Source: an optimization exercise on an open RTL-to-GDS flow (aim: small area). Production flows keep margins and buffers that such runs may drop.
Only simulation tests tie the RTL to the original design; equivalence was not proved.
Power is estimated from default activity; no workload was simulated.

<file path="flow/run.sh">
#!/bin/bash
# synth_recipe.tcl (not shown) runs the flow's synth.tcl, then flattens the netlist and writes it again
# the make line also repeats each setting of config.mk as NAME=value (left out here)
make -C /OpenROAD-flow-scripts/flow DESIGN_CONFIG=/design/flow/config.mk WORK_HOME=/design/flow/orfs CLKGATE_MAP_FILE= SYNTH_SCRIPT=/design/flow/synth_recipe.tcl finish
</file>
<file path="flow/config.mk">
export PLATFORM = sky130hd
export DESIGN_NAME = digitalClock
export DESIGN_NICKNAME = digitalClock
export VERILOG_FILES = /design/flow/design.v
export SDC_FILE = /design/flow/constraint.sdc
export NUM_CORES = 4
export LEC_CHECK = 0
export CAP_MARGIN = 20
export CORE_MARGIN = 2
export CORE_UTILIZATION = 40
export SLEW_MARGIN = 20
</file>
<file path="flow/constraint.sdc">
create_clock -name core_clock -period 10.0 [get_ports {clk}]
set_input_delay 2.0000 -clock core_clock [delete_from_list [all_inputs] [get_ports {clk}]]
set_output_delay 2.0000 -clock core_clock [all_outputs]
set_load 0.01 [all_outputs]
</file>
<file path="flow/design.v">
module Seven_Segment(
    input clk,  
    input rst,  
    input [3:0] zero_min,
    input [3:0] first_min,
    input [3:0] zero_hour,
    input [3:0] first_hour,
    output reg [6:0] segment,
    output reg [3:0] enable
    );
    reg [1:0] digit_clk;
    reg [6:0] display_clk [3:0];
    reg [18:0] count;
    parameter max_count = 4;  
    wire [3:0] no_to_be_display [3:0];
      assign no_to_be_display[0] = zero_min;
      assign no_to_be_display[1] = first_min;
      assign no_to_be_display[2] = zero_hour;
      assign no_to_be_display[3] = first_hour;
        always @(posedge clk) begin                  
        if (rst) begin
            count <= 0;
            digit_clk <= 0;
            display_clk[0] <= 0;
            display_clk[1] <= 0;
            display_clk[2] <= 0;
            display_clk[3] <= 0;
            segment <= 0;
            enable <= 0;
        end else begin
        if (count < max_count) begin
            count <= count+1;
        end else begin
            digit_clk <= digit_clk + 1;
            count <= 0;
        end
     case(no_to_be_display[digit_clk]) 
			 4'b0000 : display_clk[digit_clk] <= 7'b1000000;  
			 4'b0001 : display_clk[digit_clk] <= 7'b1111001;  
			 4'b0010 : display_clk[digit_clk] <= 7'b0100100;  
			 4'b0011 : display_clk[digit_clk] <= 7'b0110000;  
			 4'b0100 : display_clk[digit_clk] <= 7'b0011001;  
			 4'b0101 : display_clk[digit_clk] <= 7'b0010010;  
			 4'b0110 : display_clk[digit_clk] <= 7'b0000010;  
			 4'b0111 : display_clk[digit_clk] <= 7'b1111000;  
			 4'b1000 : display_clk[digit_clk] <= 7'b0000000;  
			 4'b1001 : display_clk[digit_clk] <= 7'b0011000;  
		 endcase
        if(digit_clk==0) 
        begin  
        enable <= 4'b1110;  
        segment <= display_clk[0];  
        end
        else if(digit_clk==1) 
        begin  
        enable <= 4'b1101;  
        segment <= display_clk[1];  
        end
        else if(digit_clk==2) 
        begin  
        enable <= 4'b1011;  
        segment <= display_clk[2];  
        end
        else if(digit_clk==3) 
        begin  
        enable <= 4'b0111;  
        segment <= display_clk[3];  
        end
        end
    end 
endmodule
`timescale 1ns / 1ps
module digitalClock(
    input clk,  
    input rst,  
    input ctr,  
    input rgt,  
    input lft,  
    input up,  
    input dn,  
    output [6:0] segment, 
    output [3:0] enable, 
    output AM_PMled,
    output clock_modeled  
    );
    reg [31:0] count; 
    parameter max_count=1_023; 
    reg [5:0] hours, mintes, seconds; 
    reg [3:0] zero_min, first_min, zero_hour, first_hour; 
    reg change;  
    reg PM;
    assign AM_PMled = PM;
    reg clock_mode;
    assign clock_modeled = clock_mode;
    Seven_Segment SSM(clk, rst, zero_min, first_min, zero_hour, first_hour , segment, enable);
   parameter clk_time = 1'b0;
   parameter set_time = 1'b1;
   reg current_time;
   always @(posedge clk) begin
      if (rst) begin
        count <= 0;
        hours <= 0;
        mintes <= 0;
        seconds <= 0;
        zero_min <= 0;
        first_min <= 0;
        zero_hour <= 0;
        first_hour <= 0;
        change <= 0;
        PM <= 0;
        clock_mode <= 0;
        current_time <= set_time;
      end else begin
        case(current_time)
            clk_time: begin 
                if (ctr) begin 
                    clock_mode <= 0;
                    current_time <= set_time; 
                    count <= 0;
                    change <= 0;
                    seconds <= 0; 
                end
                if (count <max_count) begin  
                    count <= count + 1;
                end else begin
                    count <= 0;
                    seconds <= seconds + 1;
                end                                
            end 
            set_time: begin
                if (ctr) begin 
                    clock_mode <= 1;
                    current_time <= clk_time;
                end
                if (count < (255)) begin 
                    count <= count + 1;
                end else begin
                    count <= 0;
                    case (change)
                        1'b0: begin 
                            if (up) begin 
                                mintes <= mintes + 1;
                            end
                            if (dn) begin 
                                if (mintes > 0) begin
                                    mintes <= mintes - 1;
                                end else if (hours > 1) begin 
                                    hours <= hours - 1;
                                    mintes <= 59;
                                end else if (hours == 1) begin
                                    hours <= 12;
                                    mintes <= 59;
                                end
                            end
                            if (lft || rgt) begin 
                                change <= 1;
                            end
                        end 
                        1'b1: begin 
                            if (up) begin 
                                hours <= hours + 1;
                            end
                            if (dn) begin 
                                if (hours > 1) begin
                                    hours <= hours - 1;
                                end else if (hours == 1) begin 
                                    hours <= 12;
                                end
                            end
                            if (rgt || lft) begin 
                                change <= 0;
                            end
                        end                      
                endcase               
                end                    
            end 
        endcase  
        if (seconds >= 60) begin  
                seconds <= 0;
                mintes <= mintes + 1;
        end
        if (mintes >= 60) begin  
                mintes <= 0;
                hours <= hours + 1;
        end
        if (hours >= 24) begin  
            hours <= 0;
        end
        else begin             
            zero_min <= mintes % 10;  
            first_min <= mintes / 10;  
            if (hours < 12) begin
                if (hours == 0) begin 
                    zero_hour <= 2;
                    first_hour <= 1;
                end else begin
                    zero_hour <= hours % 10;    
                    first_hour <= hours / 10;    
                end
                PM <= 0;
            end else begin 
                if (hours == 12) begin 
                    zero_hour <= 2;
                    first_hour <= 1;
                end else begin
                    zero_hour <= (hours - 12) % 10;    
                    first_hour <= (hours - 12) / 10;    
                end
                PM <= 1;                        
            end              
        end 
      end
    end 
endmodule
</file>
==> implementation parameters <==
Parameter                              Value

STA
  Maximum frequency from static timing analysis ... around 0.25 GHz
  Worst Setup Slack, final ... between 6 and 7 ns
  Hold Slack ... between 0.4 and 0.5 ns
  Time the final worst path needs with I/O delays and setup ... 3.98 ns
  Setup Viol. Count Final ... 0
  Worst clock skew ... slightly below 0.01 ns
  Number of endpoints with negative hold slack in the final report ... 0
  Share of the clock period used by the worst path after layout ... 39.8%
  RSZ-0062 raised after global routing ... false
  Actual transition at the worst max-transition pin ... a little over 0.9 ns
  Final total negative setup slack ... 0 ns
  Slew Limit Fails ... 0
  Worst slew margin ... about two fifths

Yosys
  Number of warnings issued by yosys ... 2
  Share of the synthesized area in the top cell type ... 29.1%
  Post-synthesis async set-or-reset flop share ... 0%
  Unique cell type count in the Yosys netlist ... between 80 and 90
  Number of register bits inferred by synthesis ... ~130
  EDFF count, synth ... 28
  Cells after synthesis ... 803
  Cell accounting for the most synthesized area ... dfxtp_1
  Mean instance size in the synthesized netlist ... between 8 and 9 sq um
  Dominant cells by area after synthesis ... dfxtp_1, edfxtp_1, ha_1
  Post-synth top flop ... dfxtp_1
  Netlist area before placement ... between 6000 and 7000 sq um
  Sequential share of the synthesized area ... approximately two fifths

Routing
  Detailed Route WL ... approximately 15,000 um
  DRC ... 0
  Remaining antenna violation count after routing ... 0
  Detailed Routing Iterations Pass 1 ... 5
  Detailed-route vias per instance ... between 5 and 6
  Number of DRC violations after detailed-routing iteration 0 ... a little under 400
  WL per Instance ... between 10 and 15 um
  Via count ... about 5,800

Placed design
  Final weighted congestion in routability-driven placement ... just over 0.8
  DPL Wire Length ... about 10,000 um
  Count of input and output buffers ... 19
  Worst-case setup slack after placement ... around 6.0 ns
  Placed standard-cell area ... 7410 sq um
  Instance count after placement with tap cells included ... ~1,000

GRT
  Total grt overflow ... 0
  Global routing usage summed across all routing layers ... roughly 17%
  Number of antenna violations at the first check in global routing ... 0
  Maximum number of pins on one net before global-route repair ... 49
  First-pass GRT wire length ... about 25,000 um
  Vias in the first global route ... roughly 5,300

Clocking
  Number of gates given a new drive strength after cts ... 0
  Clock transition time at the flip-flop clock pins of the worst setup and hold paths ... about 0.060 ns
  TritonCTS clock tree ... built
  Clock Path Buffers ... 2
  Clock latency on the worst-skew pair ... 0.42 ns
  Count of hold buffers inserted by post-cts repair ... 0
  Number of H-tree branching levels ... 4
  Number of clock sinks seen by CTS ... approximately 130
  Library cell used as clock root buffer ... clkbuf_16
  Clock buffers created by TritonCTS ... 17
  Post-CTS Setup Repair Bufs ... 0

Worst setup path
  Largest stage delay on the critical path ... approximately 0.84 ns
  Crit path buffers/inverters ... 0
  Maximum fanout along the worst path ... 25
  Standard cell with the maximum stage delay on the critical path ... dfxtp_1
  Most used cell, CP ... ha_1
  Family of cells with the greatest summed delay on the critical path ... adder cells
  Sequence of cells on the critical path ... ha_1 > or3_4 > ha_1 > a31oi_1 > o21ai_2 > maj3_1 > o221ai_1 > nand2_1 > mux2_4 > o211ai_2
  Data required time of the critical path ... between 10 and 15 ns
  Kind of end point of the critical path ... flop
  Startpoint Class ... flop
  Kind of critical path ... reg -> reg
  Worst EP arrival ... 4.32 ns

Die
  Number of ports placed on the die boundary ... 20
  Die width ... 136 um
  Core footprint ... between 15,000 and 20,000 sq um
  Starting density of the core ... between 40% and 50%
  Y dimension of the die ... approximately 140 um
  Site row count ... 48
  Total Die Area ... 18,400 sq um

Cells and area
  Fill cell count ... about 1,600
  Share of cells above drive strength 1 ... 6.91%
  Sequential Area ... 2860 sq um
  Final core area utilization ... ~47%
  Nets ... 880
  Cell area after layout ... between 8000 and 9000 sq um
  Non-filler cells, final ... 1,079
  Area growth from synthesis to layout ... 15.6%
  Multi-input combinational cell area ... ~4000 sq um
  Antenna diode count ... 0

Pwr
  Cell leakage power ... 3.11 nW
  VDD IR max ... 152 uV
  Overall power consumption ... around 2.3 mW
  Power density cells ... about 300 nW/um^2

Hold path
  Hold/Removal Path Class ... reg -> reg

Run
  Max-cap violations ... 0

Outcome
  Run status ... no timing/DRC/antenna violations
-- sequential cells by signal, summed over array words and instances, names as in the netlist, 6 cells and up --
register / cells
hours: 6
count: 32
SSM.segment: 7
SSM.display_clk: 28
mintes: 6
SSM.count: 19
seconds: 6
-- worst register-to-register path, cell delays in order (launching register included) --
cell      delay (ns)
dfxtp_1         0.84
ha_1            0.80
or3_4           0.27
ha_1            0.33
a31oi_1         0.24
o21ai_2         0.15
maj3_1          0.37
o221ai_1        0.41
nand2_1         0.09
mux2_4          0.28
o211ai_2        0.13
-- final timing paths --
kind,from,end,slack [ns],cells after the start
worst max-delay path,hours[3],zero_hour[3],6.02,10
worst min-delay path,SSM.count[0],SSM.count[0],0.42,1
worst max register to register,hours[3],zero_hour[3],6.02,10
worst min register to register,SSM.count[0],SSM.count[0],0.42,1
-- layout by cell type, fill, tap and decap left out, drive strengths merged, types with 4 or more instances in the layout --
master | netlist | layout
nand4 | 10 | 10
a211oi | 14 | 14
nor2 | 105 | 105
nor3 | 23 | 23
conb | 2 | 39
nand2 | 66 | 66
edfxtp | 28 | 28
o211ai | 21 | 21
ha | 32 | 32
clkdlybuf4s50 | 0 | 18
nor4 | 11 | 11
clkinv | 1 | 5
a21o | 9 | 9
or3 | 7 | 7
and2 | 8 | 8
clkbuf | 29 | 21
inv | 34 | 37
a2111oi | 6 | 6
mux2i | 12 | 12
o221ai | 5 | 5
mux2 | 4 | 4
o31ai | 9 | 9
xnor2 | 9 | 9
nor2b | 6 | 6
a22oi | 4 | 4
and3 | 8 | 8
dfxtp | 101 | 101
buf | 13 | 6
nand2b | 15 | 15
or2 | 8 | 8
xor2 | 9 | 9
o21ai | 47 | 47
nand3 | 23 | 23
a21oi | 59 | 59
a31oi | 6 | 6
-- cells by family (layout without fill, tap and decap cells) --
family,after synthesis,count (layout),share of synthesized area (%)
muxes,16,16,2.43
AOI/OAI and AO/OA,220,220,22.0
DFF,129,129,41.3
and+or+nand+nor,306,306,21.4
other,2,39,0.108
xor gates and xnor gates,18,18,2.27
buffers and inverters,77,91,4.35
adders and majority gates,35,35,6.20
-- power breakdown --
part | internal [mW] | total (mW) | leakage (nW) | switching [mW]
clock network | 0.396 | 0.628 | 0.296 | 0.232
logic | 0.417 | 1.03 | 1.69 | 0.610
registers | 0.605 | 0.692 | 1.13 | 0.0868
-- layer usage --
layer / GRT usage [%] / part of all wire, %
met5: 0 / 0
met4: 6.83 / 1.6
met3: 3.48 / 3.4
met2: 27.3 / 46
met1: 22.8 / 49
-- cell usage after synthesis, drive strengths merged, types with 3 or more instances --
| library cell | number |
|---|---|
| nor4b | 3 |
| or4 | 3 |
| a211oi | 14 |
| inv | 34 |
| mux2 | 4 |
| nor2b | 6 |
| a2111oi | 6 |
| dfxtp | 101 |
| o32ai | 3 |
| a31oi | 6 |
| nor3 | 23 |
| a21o | 9 |
| clkbuf | 29 |
| or2 | 8 |
| buf | 13 |
| ha | 32 |
| xnor2 | 9 |
| o21ai | 47 |
| edfxtp | 28 |
| a22oi | 4 |
| o31a | 3 |
| nand3 | 23 |
| o31ai | 9 |
| nand2b | 15 |
| nand4 | 10 |
| o211ai | 21 |
| nand2 | 66 |
| and3 | 8 |
| nor2 | 105 |
| a21oi | 59 |
| a21boi | 3 |
| mux2i | 12 |
| a211o | 3 |
| a222oi | 3 |
| nor4 | 11 |
| xor2 | 9 |
| maj3 | 3 |
| o221ai | 5 |
| and2 | 8 |
| or3 | 7 |
-- final cells by class --
type,instances,area share [%]
multi-input combinational,634,48.8
clock buffer,21,6.01
clock inverter,11,1.58
tap,225,3.51
sequential,129,35.7
inverter,35,1.64
timing repair buffer,24,2.78

## what the ideal ports hide
How much do the figures lean on ideal ports? The routed layout below was timed once more, with nothing changed but the port constraints. Step 1: set_driving_cell puts a clkbuf_16 on clk and a buf_2 on each other input, an assumption about the parent block. Step 2, shift: input delay + t, output delay - t, t = (earliest + latest rising clock arrival at the registers) / 2. This alone moves slack from input paths to output paths. Slacks: ideal / step 1 / step 2; pairs: ideal / step 1.
t (ns): 0.454
slack for setup (ns): 6.017 / 6.017 / 6.017
hold WS [ns]: 0.422 / 0.422 / 0.422
worst setup path after step 2: register to register
worst register clock-pin slew, ns: 0.06 / 0.06
After both steps setup and hold are still met in this run. The setup slack of this run moves by 0.000 ns with the drivers and by 0.000 ns with both steps.
